Context: an optimization exercise on an open-source flow, tuned for small area, a short achievable clock period and few clock cycles. The choices shown serve that exercise and are no tape-out recipe. Only simulation tests tie the RTL to the original design; equivalence was not proved.

**config.mk**
```make
export PLATFORM = sky130hd
export DESIGN_NAME = expr_unit
export DESIGN_NICKNAME = expr_unit
export VERILOG_FILES = /design/flow/design.v
export SDC_FILE = /design/flow/constraint.sdc
export NUM_CORES = 4
export LEC_CHECK = 0
export CAP_MARGIN = 20
export CORE_MARGIN = 2
export CORE_UTILIZATION = 40
export SLEW_MARGIN = 20
```
**run.sh**
```bash
#!/bin/bash
# synth_recipe.tcl (not shown) runs the flow's synth.tcl, then flattens the netlist and writes it again
# the make line also repeats each setting of config.mk as NAME=value (left out here)
make -C /OpenROAD-flow-scripts/flow DESIGN_CONFIG=/design/flow/config.mk WORK_HOME=/design/flow/orfs CLKGATE_MAP_FILE= SYNTH_SCRIPT=/design/flow/synth_recipe.tcl finish
```
**constraint.sdc**
```tcl
create_clock -name core_clock -period 90.0 [get_ports {clk}]
set_input_delay 18.0000 -clock core_clock [delete_from_list [all_inputs] [get_ports {clk}]]
set_output_delay 18.0000 -clock core_clock [all_outputs]
set_load 0.01 [all_outputs]
```
**design.v**
```verilog
module controller(
  input clk, rst, start,
  output reg op_ready,
  output reg [3:0] alu1_sel1, alu1_sel2, log1_sel1, log1_sel2, mul1_sel1, mul1_sel2,
  output reg alu1_op,
  output reg [1:0] log1_op,
  output reg mul1_op,
  output reg done_next, result_en,
  output reg reg_alu0_en, reg_alu5_en, reg_log3_en, reg_mul1_en, reg_mul2_en, reg_mul4_en
);
reg [2:0] state, next_state;
localparam S_IDLE = 0, S_DONE = 5;
localparam S_CYCLE_1 = 1;
localparam S_CYCLE_2 = 2;
localparam S_CYCLE_3 = 3;
localparam S_CYCLE_4 = 4;
always @(posedge clk or posedge rst) begin
  if (rst) state <= S_IDLE;
  else state <= next_state;
end
always @(*) begin
  op_ready = 1'b0;
  next_state = state;
  reg_alu0_en = 0;
  reg_mul1_en = 0;
  reg_mul2_en = 0;
  reg_log3_en = 0;
  reg_mul4_en = 0;
  reg_alu5_en = 0;
  alu1_sel1 = 0;
  alu1_sel2 = 0;
  mul1_sel1 = 0;
  mul1_sel2 = 0;
  log1_sel1 = 0;
  log1_sel2 = 0;
  alu1_op = 0;
  mul1_op = 0;
  log1_op = 0;
  result_en = 0;
  done_next = 0;
  case (state)
    S_IDLE: begin
      op_ready = 1'b1;
      if (start) next_state = S_CYCLE_1;
    end
    S_CYCLE_1: begin
      alu1_op = 1'b0;
      alu1_sel1 = 0;
      alu1_sel2 = 1;
      reg_alu0_en = 1'b1;
      mul1_op = 1'b1;
      mul1_sel1 = 0;
      mul1_sel2 = 2;
      reg_mul1_en = 1'b1;
      log1_op = 2'b00;
      log1_sel1 = 1;
      log1_sel2 = 2;
      reg_log3_en = 1'b1;
      next_state = S_CYCLE_2;
    end
    S_CYCLE_2: begin
      mul1_op = 1'b0;
      mul1_sel1 = 3;
      mul1_sel2 = 4;
      reg_mul2_en = 1'b1;
      next_state = S_CYCLE_3;
    end
    S_CYCLE_3: begin
      mul1_op = 1'b0;
      mul1_sel1 = 6;
      mul1_sel2 = 0;
      reg_mul4_en = 1'b1;
      next_state = S_CYCLE_4;
    end
    S_CYCLE_4: begin
      alu1_op = 1'b0;
      alu1_sel1 = 5;
      alu1_sel2 = 7;
      reg_alu5_en = 1'b1;
      result_en = 1'b1;
      next_state = S_DONE;
    end
    S_DONE: begin
      done_next = 1'b1;
      next_state = S_IDLE;
    end
  endcase
end
endmodule
module datapath(
  input clk, rst,
  input [31:0] i1,
  input [31:0] i2,
  input [31:0] i3,
  input [3:0] alu1_sel1,
  input [3:0] alu1_sel2,
  input [3:0] log1_sel1,
  input [3:0] log1_sel2,
  input [3:0] mul1_sel1,
  input [3:0] mul1_sel2,
  input alu1_op,
  input [1:0] log1_op,
  input mul1_op,
  input done_next,
  input result_en,
  input reg_alu0_en,
  input reg_alu5_en,
  input reg_log3_en,
  input reg_mul1_en,
  input reg_mul2_en,
  input reg_mul4_en,
  output reg [31:0] result,
  output reg done
);
wire [31:0] alu1_out;
wire [31:0] alu1_op1, alu1_op2;
wire [31:0] mul1_out;
wire [31:0] mul1_op1, mul1_op2;
wire [31:0] log1_out;
wire [31:0] log1_op1, log1_op2;
reg [31:0] reg_alu0;
reg [31:0] reg_alu5;
reg [31:0] reg_log3;
reg [31:0] reg_mul1;
reg [31:0] reg_mul2;
reg [31:0] reg_mul4;
reg [31:0] alu1_op1_reg;
always @(*) begin
  case (alu1_sel1)
    4'd0: alu1_op1_reg = i1;
    4'd1: alu1_op1_reg = i2;
    4'd2: alu1_op1_reg = i3;
    4'd3: alu1_op1_reg = reg_alu0;
    4'd4: alu1_op1_reg = reg_mul1;
    4'd5: alu1_op1_reg = reg_mul2;
    4'd6: alu1_op1_reg = reg_log3;
    4'd7: alu1_op1_reg = reg_mul4;
    4'd8: alu1_op1_reg = reg_alu5;
    default: alu1_op1_reg = 0;
  endcase
end
assign alu1_op1 = alu1_op1_reg;
reg [31:0] alu1_op2_reg;
always @(*) begin
  case (alu1_sel2)
    4'd0: alu1_op2_reg = i1;
    4'd1: alu1_op2_reg = i2;
    4'd2: alu1_op2_reg = i3;
    4'd3: alu1_op2_reg = reg_alu0;
    4'd4: alu1_op2_reg = reg_mul1;
    4'd5: alu1_op2_reg = reg_mul2;
    4'd6: alu1_op2_reg = reg_log3;
    4'd7: alu1_op2_reg = reg_mul4;
    4'd8: alu1_op2_reg = reg_alu5;
    default: alu1_op2_reg = 0;
  endcase
end
assign alu1_op2 = alu1_op2_reg;
reg [31:0] mul1_op1_reg;
always @(*) begin
  case (mul1_sel1)
    4'd0: mul1_op1_reg = i1;
    4'd1: mul1_op1_reg = i2;
    4'd2: mul1_op1_reg = i3;
    4'd3: mul1_op1_reg = reg_alu0;
    4'd4: mul1_op1_reg = reg_mul1;
    4'd5: mul1_op1_reg = reg_mul2;
    4'd6: mul1_op1_reg = reg_log3;
    4'd7: mul1_op1_reg = reg_mul4;
    4'd8: mul1_op1_reg = reg_alu5;
    default: mul1_op1_reg = 0;
  endcase
end
assign mul1_op1 = mul1_op1_reg;
reg [31:0] mul1_op2_reg;
always @(*) begin
  case (mul1_sel2)
    4'd0: mul1_op2_reg = i1;
    4'd1: mul1_op2_reg = i2;
    4'd2: mul1_op2_reg = i3;
    4'd3: mul1_op2_reg = reg_alu0;
    4'd4: mul1_op2_reg = reg_mul1;
    4'd5: mul1_op2_reg = reg_mul2;
    4'd6: mul1_op2_reg = reg_log3;
    4'd7: mul1_op2_reg = reg_mul4;
    4'd8: mul1_op2_reg = reg_alu5;
    default: mul1_op2_reg = 0;
  endcase
end
assign mul1_op2 = mul1_op2_reg;
reg [31:0] log1_op1_reg;
always @(*) begin
  case (log1_sel1)
    4'd0: log1_op1_reg = i1;
    4'd1: log1_op1_reg = i2;
    4'd2: log1_op1_reg = i3;
    4'd3: log1_op1_reg = reg_alu0;
    4'd4: log1_op1_reg = reg_mul1;
    4'd5: log1_op1_reg = reg_mul2;
    4'd6: log1_op1_reg = reg_log3;
    4'd7: log1_op1_reg = reg_mul4;
    4'd8: log1_op1_reg = reg_alu5;
    default: log1_op1_reg = 0;
  endcase
end
assign log1_op1 = log1_op1_reg;
reg [31:0] log1_op2_reg;
always @(*) begin
  case (log1_sel2)
    4'd0: log1_op2_reg = i1;
    4'd1: log1_op2_reg = i2;
    4'd2: log1_op2_reg = i3;
    4'd3: log1_op2_reg = reg_alu0;
    4'd4: log1_op2_reg = reg_mul1;
    4'd5: log1_op2_reg = reg_mul2;
    4'd6: log1_op2_reg = reg_log3;
    4'd7: log1_op2_reg = reg_mul4;
    4'd8: log1_op2_reg = reg_alu5;
    default: log1_op2_reg = 0;
  endcase
end
assign log1_op2 = log1_op2_reg;
reg [31:0] alu1_out_reg;
always @(*) begin
  case (alu1_op)
    1'b0: alu1_out_reg = alu1_op1 + alu1_op2;
    1'b1: alu1_out_reg = alu1_op1 - alu1_op2;
    default: alu1_out_reg = 0;
  endcase
end
assign alu1_out = alu1_out_reg;
reg [31:0] mul1_out_reg;
always @(*) begin
  case (mul1_op)
    1'b0: mul1_out_reg = mul1_op1 * mul1_op2;
    1'b1: mul1_out_reg = (mul1_op2 == 32'd0) ? 32'hFFFFFFFF : mul1_op1 / mul1_op2;  
    default: mul1_out_reg = 0;
  endcase
end
assign mul1_out = mul1_out_reg;
reg [31:0] log1_out_reg;
always @(*) begin
  case (log1_op)
    2'b00: log1_out_reg = log1_op1 & log1_op2;
    2'b01: log1_out_reg = log1_op1 | log1_op2;
    2'b10: log1_out_reg = log1_op1 ^ log1_op2;
    default: log1_out_reg = 0;
  endcase
end
assign log1_out = log1_out_reg;
always @(posedge clk or posedge rst) begin
  if (rst) begin
    reg_alu0 <= 0;
    reg_alu5 <= 0;
    reg_log3 <= 0;
    reg_mul1 <= 0;
    reg_mul2 <= 0;
    reg_mul4 <= 0;
    result <= 0;
    done <= 0;
  end else begin
    done <= done_next;
    if (reg_alu0_en) reg_alu0 <= alu1_out;
    if (reg_mul1_en) reg_mul1 <= mul1_out;
    if (reg_mul2_en) reg_mul2 <= mul1_out;
    if (reg_log3_en) reg_log3 <= log1_out;
    if (reg_mul4_en) reg_mul4 <= mul1_out;
    if (reg_alu5_en) reg_alu5 <= alu1_out;
    if (result_en) result <= alu1_out;
  end
end
endmodule
module expr_unit(
  input clk,
  input rst,
  input start,
  input [31:0] i1,
  input [31:0] i2,
  input [31:0] i3,
  output op_ready,
  output done,
  output [31:0] result
);
wire [3:0] alu1_sel1, alu1_sel2, log1_sel1, log1_sel2, mul1_sel1, mul1_sel2;
wire alu1_op;
wire [1:0] log1_op;
wire mul1_op;
wire done_next, result_en;
wire reg_alu0_en, reg_alu5_en, reg_log3_en, reg_mul1_en, reg_mul2_en, reg_mul4_en;
controller u_ctrl(
  .clk(clk), .rst(rst), .start(start),
  .op_ready(op_ready),
  .alu1_sel1(alu1_sel1), .alu1_sel2(alu1_sel2),
  .log1_sel1(log1_sel1), .log1_sel2(log1_sel2),
  .mul1_sel1(mul1_sel1), .mul1_sel2(mul1_sel2),
  .alu1_op(alu1_op), .log1_op(log1_op), .mul1_op(mul1_op),
  .done_next(done_next), .result_en(result_en),
  .reg_alu0_en(reg_alu0_en), .reg_alu5_en(reg_alu5_en), .reg_log3_en(reg_log3_en),
  .reg_mul1_en(reg_mul1_en), .reg_mul2_en(reg_mul2_en), .reg_mul4_en(reg_mul4_en)
);
datapath u_dp(
  .clk(clk), .rst(rst),
  .i1(i1), .i2(i2), .i3(i3),
  .alu1_sel1(alu1_sel1), .alu1_sel2(alu1_sel2),
  .log1_sel1(log1_sel1), .log1_sel2(log1_sel2),
  .mul1_sel1(mul1_sel1), .mul1_sel2(mul1_sel2),
  .alu1_op(alu1_op), .log1_op(log1_op), .mul1_op(mul1_op),
  .done_next(done_next), .result_en(result_en),
  .reg_alu0_en(reg_alu0_en), .reg_alu5_en(reg_alu5_en), .reg_log3_en(reg_log3_en),
  .reg_mul1_en(reg_mul1_en), .reg_mul2_en(reg_mul2_en), .reg_mul4_en(reg_mul4_en),
  .result(result), .done(done)
);
endmodule
```
==> impl_metrics.tcl, run 1 <==
set metrics [dict create \
    final_nets 9745 \
    cts_buffers 17 \
    synth_cell_types 99 \
    syn_to_final_growth_pct 27.07 \
    cp_max_fo 15 \
    routedWlPerCell_um 23.29 \
    drt-initial-drc-count 6020 \
    post-route-util_pct 51.31 \
    die-area_um2 140100 \
    die_y_um 374.3 \
    grt_max_degree 89 \
    grt_pass1_vias 58000 \
    cp_slowest_stage_delay_ns 0.57 \
    antenna_left 0 \
    period_share_pct 97.08 \
    fin_worst_skew_ns 0.03951 \
    synthesis.nets 8596 \
    worst_setup_path_end_kind "register" \
    via_per_inst 5.811 \
    yosys_warnings 2 \
    cp.arrival_ns 87.75 \
    ys.flop_type "dfrtp_1" \
    drc 0 \
    rows 135 \
    hold_class "reg2reg" \
    portBuffers 132 \
    gp_congestion 0.9894 \
    start_util_pct 40.38 \
    setup_viol 0 \
    overflow 0 \
    syn_avg_cell_area_um2 7.410 \
    h-tree-depth 4 \
    async_flop_share_pct 100.0 \
    final_cells 10350 \
    cp-start-kind "input pin" \
    drive_above_1_share_pct 21.35 \
    synth_cells 7401 \
    crit_path_top_delay_cell "or4_4" \
    via_count 60130 \
    grt_usage_pct 33.32 \
    synth_seq_area_share_pct 8.944 \
    antenna_found_initial 11 \
    slew_viol_final 0 \
    maxCapViolations 0 \
    ctsLongestPathBuffers 2 \
    grt_pass1_wl_um 358600 \
    relSlewSlack_pct 15.87 \
    synthesis.area_um2 54840 \
    period_needed_ns 87.37 \
    crit_path_frequent_cell "o21a_1" \
    final_cell_mix "buf_4 (1,277), nand2_1 (1,275), inv_1 (681), ha_1 (665), nor2_1 (636)" \
    fmax_mhz 11.45 \
    cts_sinks 196 \
    worst_slew_pin_slew_ns 1.252 \
    die-width_um 374.3 \
    root_buffer "clkbuf_16" \
    ys_ff_latch 196 \
    core_um2 135800 \
    place_inst 10190 \
    status "finished clean" \
    tritoncts "done" \
    cts_hold_buf 0 \
    insertion_delay_ns 0.54 \
    synth-edff-count 0 \
    path_clk_slew_ns 0.08 \
    path_class "in2reg" \
    final_common_cell "buf_4" \
    final_hold_viol_count 0 \
    dpl.hpwl_um 188100 \
    io_pins 133 \
    required_ns 90.38 \
    wl_um 241100 \
    drtPass1Iterations 9 \
]
## metal layers
layer / track usage (%) / vias to the layer above / wire (um)
li1: - / 27850 / -
met1: 45.77 / 29110 / 104100
met2: 51.54 / 2628 / 103800
met3: 6.174 / 536 / 21710
met4: 13.06 / 8 / 11420
met5: 0 / - / 65
## logic make-up (layout without fill, tap and decap cells)
| family | Yosys count | count (layout) | share of synthesized area [%] |
|---|---|---|---|
| AO/OA/AOI/OAI | 1804 | 1804 | 21.78 |
| XOR/XNOR | 433 | 433 | 6.916 |
| adder cells (fa/ha/maj) | 1096 | 1096 | 30.61 |
| buffers and inverters | 998 | 2160 | 7.077 |
| flip-flops | 196 | 196 | 8.944 |
| multiplexers | 134 | 134 | 2.624 |
| other | 0 | 5 | 0 |
| AND/OR/NAND/NOR | 2740 | 2740 | 22.05 |
## stage by stage
| step | cell area (um^2) | TNS (ns) | hold WS [ns] | setup slack [ns] |
|---|---|---|---|---|
| 3_3_place_gp | 66460 | -4.035 | 0.4434 | -2.053 |
| 2_1_floorplan | 55190 | 0 | 0.4331 | 0.01103 |
| 3_5_place_dp | 66460 | -6.684 | 0.4505 | -3.022 |
| 5_1_grt | 69670 | -1.405 | 0.4920 | -0.7262 |
| 4_1_cts | 67340 | 0 | 0.4690 | 0.01894 |
| 6_report | 69680 | 0 | 0.4702 | 2.632 |
## worst paths after layout
| kind | from | to | slack, ns | cells after the start |
|---|---|---|---|---|
| setup reg to reg | u_ctrl.state[1] | u_dp.reg_mul4[0] | 18.75 | 349 |
| max in group asynchronous | rst | u_ctrl.state[1] | 69.69 | 4 |
| min in group asynchronous | rst | u_dp.reg_mul1[2] | 17.95 | 2 |
| setup / recovery | i3[20] | u_dp.reg_mul4[0] | 2.63 | 349 |
| hold / removal | u_dp.reg_log3[3] | u_dp.reg_log3[3] | 0.47 | 2 |
| hold reg to reg | u_dp.reg_log3[3] | u_dp.reg_log3[3] | 0.47 | 2 |
## cell type report
cell class                 instances  area [um^2]
sequential                       196         4913
tap                             1781         2228
fill                           13320        66120
clock inverter                    15        165.2
multi-input combinational       6207        47970
timing repair buffer            1437        11360
inverter                         691         2609
antenna                            5        12.51
clock buffer                      17        425.4
## state kept, by name, summed over array words and instances, names as in the netlist
| name | flops |
|---|---|
| u_dp.result | 32 |
| u_dp.reg_mul2 | 32 |
| u_dp.reg_log3 | 32 |
| u_dp.reg_mul1 | 32 |
| u_ctrl.state | 3 |
| u_dp.done | 1 |
| u_dp.reg_mul4 | 32 |
| u_dp.reg_alu0 | 32 |
## worst max-delay path, delay by kind of cell
family,cells,cell delay (ns)
compound gates,196,37.81
fa+ha+maj,31,8.72
buf+inv,40,6.48
mux,7,2.01
simple gates,75,14.64
## cells in the mapped netlist, types with 14 or more instances
cell type,n,area share (%)
nor2_1,660,4.5
o31ai_1,48,0.66
or2_2,40,0.46
ha_1,687,16
nor4_1,32,0.37
a21oi_1,422,3.9
o31a_1,24,0.38
xnor2_1,284,4.5
o21bai_1,36,0.49
nor3_1,151,1.4
and3_1,41,0.47
o22ai_1,19,0.22
a31o_2,14,0.22
o22a_1,34,0.54
buf_2,30,0.27
a21o_1,166,2.3
nand2_1,1279,8.8
dfrtp_1,196,8.9
o21a_1,156,2.1
mux2_2,74,1.5
mux2i_1,59,1.1
o21ai_1,26,0.24
nand4_1,53,0.60
buf_1,43,0.29
inv_1,686,4.7
fa_1,409,15
or3_1,60,0.68
o21ai_0,375,3.4
clkbuf_1,218,1.5
a31oi_1,83,0.95
xor2_1,149,2.4
a22oi_1,36,0.49
o211ai_1,83,1.1
or4_1,16,0.22
nor2b_1,74,0.84
a211o_1,22,0.35
a211oi_1,42,0.57
a21boi_0,17,0.23
and2_1,28,0.32
nand3_1,155,1.4
o211a_1,20,0.37
nand2b_1,87,0.99
## timing repair
action	CTS	global route
pin swaps	9	150
buffers inserted	7	110
gates resized for setup	48	333
cloned	0	2
endpoints found under the hold margin	0	0
endpoints found under the setup margin	3	5
Testbench counts, summed over its fixed seeds: cycles 3,072.
==> run 2, diff against run 1 <==
==> design.v (replaced) <==
module expr_unit(
  input clk,
  input rst,
  input start,
  input [31:0] i1,
  input [31:0] i2,
  input [31:0] i3,
  output op_ready,
  output reg done,
  output [31:0] result
);
localparam SB = 5;                  
localparam NG = 7;                  
localparam W  = SB * NG;
reg [31:0] a_q, b_q, d_q;           
reg [31:0] r_q;                     
reg [31:0] acc_q;                   
reg [2:0]  grp_q;                   
reg        busy_q, first_q;
assign op_ready = ~busy_q;
assign result   = acc_q;
always @(posedge clk) begin
  a_q <= i1;
  b_q <= i2;
  d_q <= i3;
end
wire [W-1:0] ap = {{(W-32){1'b0}}, a_q};
wire [31:0]  s_w = a_q + b_q;
wire [31:0]  m_w = b_q & d_q;
wire         d_zero = (d_q == 32'd0);
reg [2:0] g0;
integer gi;
always @(*) begin
  g0 = NG - 1;
  for (gi = NG - 1; gi >= 0; gi = gi - 1)
    if (ap[W-1-SB*gi -: SB] != 0) g0 = gi;
  if (d_zero) g0 = 0;
end
wire [2:0] grp = first_q ? g0 : grp_q;
wire [SB-1:0] abits = ap[W-1-SB*grp -: SB];
wire last = (grp == NG - 1);
reg [32:0] rr, t;
reg [31:0] rc, ac;
reg q;
integer k;
always @(*) begin
  rc = first_q ? 32'd0 : r_q;
  ac = first_q ? 32'd0 : acc_q;
  for (k = 0; k < SB; k = k + 1) begin
    rr = {rc, abits[SB-1-k]};
    t  = rr - {1'b0, d_q};
    q  = ~t[32];
    rc = q ? t[31:0] : rr[31:0];
    ac = {ac[30:0], 1'b0} + (q ? s_w : 32'd0) + (abits[SB-1-k] ? m_w : 32'd0);
  end
end
always @(posedge clk) begin
  if (busy_q) begin
    r_q   <= rc;
    acc_q <= ac;
    grp_q <= grp + 3'd1;
  end
end
always @(posedge clk or posedge rst) begin
  if (rst) begin
    busy_q  <= 1'b0;
    first_q <= 1'b0;
    done    <= 1'b0;
  end else begin
    done <= busy_q & last;
    if (~busy_q) begin
      busy_q  <= start;
      first_q <= 1'b1;
    end else begin
      first_q <= 1'b0;
      if (last) busy_q <= 1'b0;
    end
  end
end
endmodule
==> run 2 against run 1 <==
Still clean. Area after synthesis fell by 48%. Synthesized cell count is 51% lower. Core utilization down 6.7 points. Via count decreased by 56%. Highest routed layer unchanged. Non-clock buffer count fell by 1273.
==> impl_metrics.tcl, run 2 <==
set metrics [dict create \
    status "finished clean" \
    required_ns 90.27 \
    cts_sinks 166 \
    drc 0 \
    final_cell_mix "inv_1 (383), nand2_1 (365), ha_1 (341), a21oi_1 (283), nor2_1 (218)" \
    relSlewSlack_pct 34.67 \
    fmax_mhz 31.56 \
    portBuffers 132 \
    synth_commonest_cells "inv_1 (383), nand2_1 (367), ha_1 (341), a21oi_1 (283), nor2_1 (220)" \
    core_um2 71120 \
    path_buf_inv 12 \
    maxCapViolations 0 \
    min_from "busy_q" \
    root_buffer "clkbuf_16" \
    cp_max_fo 63 \
    synthesis.area_um2 28620 \
    cts_hold_buf 0 \
    rows 98 \
    via_count 26590 \
    slew_viol_final 0 \
    post_cts_buffers 0 \
    hold_class "reg2reg" \
    crit_family "compound AO/OA/AOI/OAI gates" \
    antenna_found_initial 2 \
    worst_setup_path_end_kind "register" \
    via_per_inst 5.709 \
    syn_to_final_growth_pct 10.71 \
    synthesis.nets 4191 \
    grt_pass1_wl_um 145900 \
    synth_compound_area_share_pct 21.26 \
    die-width_um 271.5 \
    async_flop_share_pct 1.807 \
    yosys.area_share.adder_pct 25.68 \
    die-area_um2 73720 \
    insertion_delay_ns 0.52 \
    cts_buffers 17 \
    worst_slew_pin_slew_ns 0.9673 \
    tritoncts "done" \
    cp.arrival_ns 31.95 \
    fin_hold_ws_ns 0.8734 \
    path_clk_slew_ns 0.08 \
    start_util_pct 40.25 \
    rsz0062_at_grt "no" \
    final_hold_viol_count 0 \
    place_inst 4625 \
    synthSimpleGateAreaFrac_pct 19.54 \
    path_class "reg2reg" \
    wl_um 92270 \
    syn_avg_cell_area_um2 7.958 \
    overflow 0 \
    synth_top_family_by_area "adder cells" \
    synthMuxAreaShare_pct 3.790 \
    netlist.top_cell.by_area "ha_1" \
    synth-edff-count 67 \
    dpl.hpwl_um 75010 \
    die_y_um 271.5 \
    ys.flop_type "dfxtp_1" \
    crit_path_frequent_cell "a21oi_1" \
    r2r-start "d_q[0]" \
    cp-start-kind "register" \
    gp_congestion 0.9289 \
    synth_area_leaders "ha_1 (15%), fa_1 (11%), edfxtp_1 (7.0%), dfxtp_1 (6.7%), xnor2_1 (5.4%)" \
    synth_cells 3597 \
    cp_slowest_stage_delay_ns 0.78 \
    final_nets 4288 \
    cts_resized 0 \
    routedWlPerCell_um 19.81 \
    period_needed_ns 31.68 \
    fin_worst_skew_ns 0.01496 \
    synth_cell_types 88 \
    io_pins 133 \
    crit_path_top_delay_cell "xor2_1" \
    drt-initial-drc-count 1817 \
    yosys_warnings 1 \
    grt_usage_pct 25.10 \
    fillCellCount 7181 \
    synth_seq_area_share_pct 14.00 \
    final_cells 4657 \
    crit_start "d_q[0]" \
    drtPass1Iterations 5 \
    setup_viol 0 \
    stdcell_area_um2 31690 \
    diodes 0 \
    synth_top_area_share_pct 14.91 \
    yosysMostFrequentCell "inv_1" \
    ys_ff_latch 166 \
    ctsLongestPathBuffers 2 \
    h-tree-depth 4 \
    setup-tns-final_ns 0 \
    drive_above_1_share_pct 4.640 \
    antenna_left 0 \
    grt_pass1_vias 26200 \
    postPlaceCellArea_um2 31120 \
    synth_xor_area_share_pct 9.402 \
    grt_max_degree 64 \
    final_common_cell "inv_1" \
    period_share_pct 35.20 \
]
[run 2: cell count changes after synthesis, moves of 193 or more]
cell / change
dfrtp_1: -193
fa_1: -255
ha_1: -346
inv_1: -303
nand2_1: -912
nor2_1: -440
o21ai_0: -232
[run 2: worst register-to-register path: cells and delay by family, from the launching register on]
family	cells	cell delay (ns)
AOI/OAI and AO/OA	61	15.26
xor gates and xnor gates	6	2.51
adders and majority gates	11	4.30
buffers and inverters	12	3.42
DFF	1	0.44
muxes	3	1.15
and+or+nand+nor	21	4.41
[run 2: through the flow]
| step | utilization (%) | worst slack [ns] |
|---|---|---|
| after global placement | 43.76 | 58.78 |
| after CTS | 44.56 | 58.29 |
| after global routing | 44.56 | 56.17 |
| after floorplan | - | 63.58 |
| after detailed placement | 43.76 | 58.39 |
| final | 44.56 | 58.32 |
[run 2: final timing paths]
| path | endpoint | slack (ns) | depth (start not counted) |
|---|---|---|---|
| worst min-delay path | acc_q[30] | 0.87 | 0 |
| min in group asynchronous | first_q | 17.65 | 2 |
| worst min register to register | acc_q[30] | 0.87 | 0 |
| max in group asynchronous | busy_q | 72.19 | 2 |
| worst max register to register | acc_q[31] | 58.32 | 114 |
| worst max-delay path | acc_q[31] | 58.32 | 114 |
[run 2: logic make-up after synthesis]
kind of cell	count (synthesis)
buffers and inverters	472
adder cells (fa/ha/maj)	495
XOR/XNOR	294
AO/OA/AOI/OAI	920
flip-flops	166
AND/OR/NAND/NOR	1175
multiplexers	75
[run 2: layer usage]
| metal | global-route usage, % | routed length, um |
|---|---|---|
| met4 | 6.781 | 1970 |
| met3 | 3.105 | 4936 |
| met1 | 34.08 | 42470 |
| met5 | 0 | 13 |
| met2 | 42.00 | 42880 |
[run 2: cell type report]
type                    instances  area [um^2]  share of cell area, %
multi-input cells            2959        22910                  72.29
clock buffers                  17        425.4                  1.342
well taps                     950         1189                  3.751
inverters                     386         1449                  4.572
clock inverters                15        145.1                 0.4580
repair buffers                164         1562                  4.927
flip-flops and latches        166         4013                  12.66
Testbench counts of run 2, summed over its fixed seeds: cycles 2,336.
==> run 3, diff against run 2 <==
==> design.v (replaced) <==
module expr_unit(
  input clk,
  input rst,
  input start,
  input [31:0] i1,
  input [31:0] i2,
  input [31:0] i3,
  output op_ready,
  output reg done,
  output [31:0] result
);
localparam SB = 5;                
localparam NG = (32 + SB - 1) / SB;  
localparam W  = SB * NG;
reg [31:0]   a_q, b_q, d_q;          
reg [31:0]   r_q;                    
reg [31:0]   acc_q;                  
reg [NG-1:0] grp_q;                  
reg          busy_q;
assign op_ready = ~busy_q;
assign result   = acc_q;
always @(posedge clk) begin
  a_q <= i1;
  b_q <= i2;
  d_q <= i3;
end
wire [W-1:0] ip = {{(W-32){1'b0}}, i1};
reg [NG-1:0] g0;
reg          seen;
integer gi;
always @(*) begin
  seen = (i3 == 32'd0);
  for (gi = 0; gi < NG; gi = gi + 1) begin
    g0[gi] = ~seen & ((ip[W-1-SB*gi -: SB] != 0) | (gi == NG - 1));
    seen   = seen | (ip[W-1-SB*gi -: SB] != 0);
  end
  if (i3 == 32'd0) g0 = {{(NG-1){1'b0}}, 1'b1};
end
wire [W-1:0] ap = {{(W-32){1'b0}}, a_q};
reg [SB-1:0] abits;
integer bi;
always @(*) begin
  abits = {SB{1'b0}};
  for (bi = 0; bi < NG; bi = bi + 1)
    abits = abits | (ap[W-1-SB*bi -: SB] & {SB{grp_q[bi]}});
end
wire last = grp_q[NG-1];
wire [31:0] s_w = a_q + b_q;
wire [31:0] m_w = b_q & d_q;
reg [32:0] rr, t;
reg [31:0] rc;
reg [SB-1:0] q;
integer k;
always @(*) begin
  rc = r_q;
  for (k = 0; k < SB; k = k + 1) begin
    rr = {rc, abits[SB-1-k]};
    t  = rr - {1'b0, d_q};
    q[SB-1-k] = ~t[32];
    rc = q[SB-1-k] ? t[31:0] : rr[31:0];
  end
end
reg [31:0] cs, cc, v, ns, nc, x0, x1;
integer j;
always @(*) begin
  cs = acc_q << SB;
  cc = 32'd0;
  for (j = 0; j < SB; j = j + 1) begin
    v  = abits[j] ? (m_w << j) : 32'd0;
    ns = cs ^ cc ^ v;
    nc = (cs & cc) | (cs & v) | (cc & v);
    cs = ns;
    cc = {nc[30:0], 1'b0};
  end
  for (j = SB - 1; j >= 1; j = j - 1) begin
    v  = q[j] ? (s_w << j) : 32'd0;
    ns = cs ^ cc ^ v;
    nc = (cs & cc) | (cs & v) | (cc & v);
    cs = ns;
    cc = {nc[30:0], 1'b0};
  end
  x0 = cs + cc;
  ns = cs ^ cc ^ s_w;
  nc = (cs & cc) | (cs & s_w) | (cc & s_w);
  x1 = ns + {nc[30:0], 1'b0};
end
wire [31:0] acc_n = q[0] ? x1 : x0;
always @(posedge clk) begin
  if (busy_q) begin
    r_q   <= rc;
    acc_q <= acc_n;
    grp_q <= grp_q << 1;
  end else begin
    r_q   <= 32'd0;
    acc_q <= 32'd0;
    grp_q <= g0;
  end
end
always @(posedge clk or posedge rst) begin
  if (rst) begin
    busy_q <= 1'b0;
    done   <= 1'b0;
  end else begin
    done <= busy_q & last;
    if (~busy_q) busy_q <= start;
    else if (last) busy_q <= 1'b0;
  end
end
endmodule
==> run 3 against run 2 <==
Global-route usage down 1.2 points. Highest routed layer unchanged. Largest cell class unchanged. Sequential cell count up 3. Design area down 9.6%. Area after synthesis down 9.9%.
==> impl_metrics.tcl, run 3 <==
set metrics [dict create \
    status "finished clean" \
    r2r-end "acc_q[31]" \
    synthMuxAreaShare_pct 2.702 \
    period_share_pct 22.88 \
    final_cells 4111 \
    fillCellCount 6449 \
    cts_buffers 17 \
    post_cts_buffers 0 \
    cts_hold_buf 0 \
    grt_usage_pct 23.93 \
    yosys.area_share.adder_pct 33.70 \
    synth_compound_area_share_pct 18.19 \
    synthesis.area_um2 25800 \
    synth-edff-count 0 \
    die-width_um 258.0 \
    synth_xor_area_share_pct 8.221 \
    dpl.hpwl_um 64390 \
    routedWlPerCell_um 18.93 \
    slew_viol_final 0 \
    syn_avg_cell_area_um2 8.208 \
    cts_sinks 169 \
    cts_resized 0 \
    place_inst 4079 \
    drc 0 \
    portBuffers 132 \
    synth_top_family_by_area "adder cells" \
    wl_um 77810 \
    cp_max_fo 51 \
    rsz0062_at_grt "no" \
    multi_input_area_um2 20850 \
    cp.arrival_ns 21.02 \
    diodes 0 \
    whs_path_depth 1 \
    relSlewSlack_pct 30.47 \
    final_common_cell "inv_1" \
    fmax_mhz 48.57 \
    drt-initial-drc-count 1228 \
    rows 93 \
    worst-r2r-setup-slack_ns 69.41 \
    reg2regPathDepth 74 \
    stdcell_area_um2 28640 \
    seq_area_um2 3393 \
    tritoncts "done" \
    worst_slew_pin_slew_ns 1.043 \
    fin_worst_skew_ns 0.01908 \
    synth_cell_types 98 \
    synth_top_area_share_pct 19.63 \
    r2r-start "grp_q[3]" \
    cp-start-kind "register" \
    path_class "reg2reg" \
    min_from "grp_q[0]" \
    via_per_inst 5.449 \
    netlist.top_cell.by_area "fa_1" \
    antenna_left 0 \
    syn_to_final_growth_pct 11.01 \
    path_buf_inv 9 \
    path_clk_slew_ns 0.09 \
    h-tree-depth 4 \
    core_um2 64120 \
    synth_area_leaders "fa_1 (20%), ha_1 (14%), dfxtp_1 (13%), xnor2_1 (5.3%), inv_1 (5.0%)" \
    yosysMostFrequentCell "inv_1" \
    io_pins 133 \
    crit_path_top_delay_cell "xnor2_4" \
    synthSimpleGateAreaFrac_pct 17.80 \
    setup-tns-final_ns 0 \
    async_flop_share_pct 1.183 \
    synth_seq_area_share_pct 13.15 \
    final_cell_mix "inv_1 (342), nand2_1 (340), ha_1 (290), nor2_1 (264), fa_1 (253)" \
    grt_pass1_wl_um 123600 \
    yosys_warnings 1 \
    start_util_pct 40.24 \
    ctsLongestPathBuffers 2 \
    postPlaceCellArea_um2 28060 \
    antenna_found_initial 1 \
    drive_above_1_share_pct 4.023 \
    setup_viol 0 \
    ys.flop_type "dfxtp_1" \
    insertion_delay_ns 0.51 \
    worstHoldEndpoint "grp_q[1]" \
    hold_class "reg2reg" \
    grt_pass1_vias 22580 \
    pre_cts_ws_ns 69.13 \
    period_needed_ns 20.59 \
    ys_ff_latch 169 \
    synth_cells 3143 \
    crit_family "compound AO/OA/AOI/OAI gates" \
    final_nets 3885 \
    synthesis.nets 3785 \
    die_y_um 258.0 \
    fin_hold_ws_ns 0.5305 \
    grt_max_degree 52 \
    crit_start "grp_q[3]" \
    gp_congestion 0.9307 \
    die-area_um2 66540 \
    worst_setup_path_end_kind "register" \
    via_count 22400 \
    overflow 0 \
    root_buffer "clkbuf_16" \
    drtPass1Iterations 5 \
    cp_slowest_stage_delay_ns 0.85 \
    setup_ws_ns 69.41 \
    required_ns 90.43 \
    final_hold_viol_count 0 \
    synth_commonest_cells "inv_1 (343), nand2_1 (341), ha_1 (290), nor2_1 (264), fa_1 (253)" \
    maxCapViolations 0 \
]
[run 3: layer usage]
layer | track usage, % | routed length, um
met1 | 31.87 | 35090
met2 | 39.25 | 35700
met3 | 3.848 | 4536
met4 | 8.478 | 2470
met5 | 0 | 13
[run 3: cell families (layout without fill, tap and decap cells)]
logic type                 Yosys count  after routing
AOI/OAI and AO/OA                  714            714
xor gates and xnor gates           234            234
adders and majority gates          543            543
buffers and inverters              413            526
DFF                                169            169
muxes                               63             63
and+or+nand+nor                   1007           1007
[run 3: worst reg2reg max path: cells and delay by family (launching register included)]
kind                     cells  cell delay, ns
XOR/XNOR                     4            1.77
AO/OA/AOI/OAI               41           10.16
AND/OR/NAND/NOR             10            1.43
adder cells (fa/ha/maj)      6            2.07
buffers and inverters        9            3.50
flip-flops                   1            0.44
multiplexers                 4            1.18
[run 3: worst max path at each step]
stage	end	slack [ns]	cells past startpoint
2_1_floorplan	grp_q[5]	70.11	7
3_3_place_gp	grp_q[5]	69.18	10
3_5_place_dp	grp_q[5]	69.13	10
4_1_cts	acc_q[31]	69.44	74
6_report	acc_q[31]	69.41	74
5_1_grt	acc_q[31]	67.89	77
[run 3: layout make-up]
class / instances / area share, %
Inverter: 344 / 4.509
Clock inverter: 12 / 0.4893
Tap cell: 855 / 3.736
Sequential cell: 169 / 11.85
Timing Repair Buffer: 150 / 5.086
Multi-Input combinational cell: 2561 / 72.81
Clock buffer: 20 / 1.525
[run 3: stage by stage]
| step | utilization (%) |
|---|---|
| floorplan | - |
| global placement | 43.77 |
| detailed placement | 43.77 |
| CTS | 44.67 |
| global route | 44.67 |
| finish | 44.67 |
Testbench counts of run 3, summed over its fixed seeds: cycles 2,336.

==> port drivers added, routing unchanged <==
Ports are ideal in the flow. The routed layouts listed here were re-timed in OpenROAD.
Step 1, drivers: a clkbuf_16 drives clk and a buf_2 each remaining input, both assumed.
Step 2, shift: input delay + t, output delay - t, t = (earliest + latest rising clock arrival at the registers) / 2. This alone moves slack from input paths to output paths.
Slacks: ideal / step 1 / step 2; pairs: ideal / step 1.
run | t, ns | slack for setup (ns) | pins driven straight from the clock port
run 1 | 0.572 | 2.632 / 2.660 / 2.089 | 1
run 2 | 0.571 | 58.317 / 58.317 / 58.317 | 1
run 3 | 0.562 | 69.410 / 69.410 / 69.087 | 1
After both steps setup and hold are still met in every run listed. For run 1, which loses most, drivers alone change the setup slack by +0.028 ns; drivers and shift together by -0.543 ns.
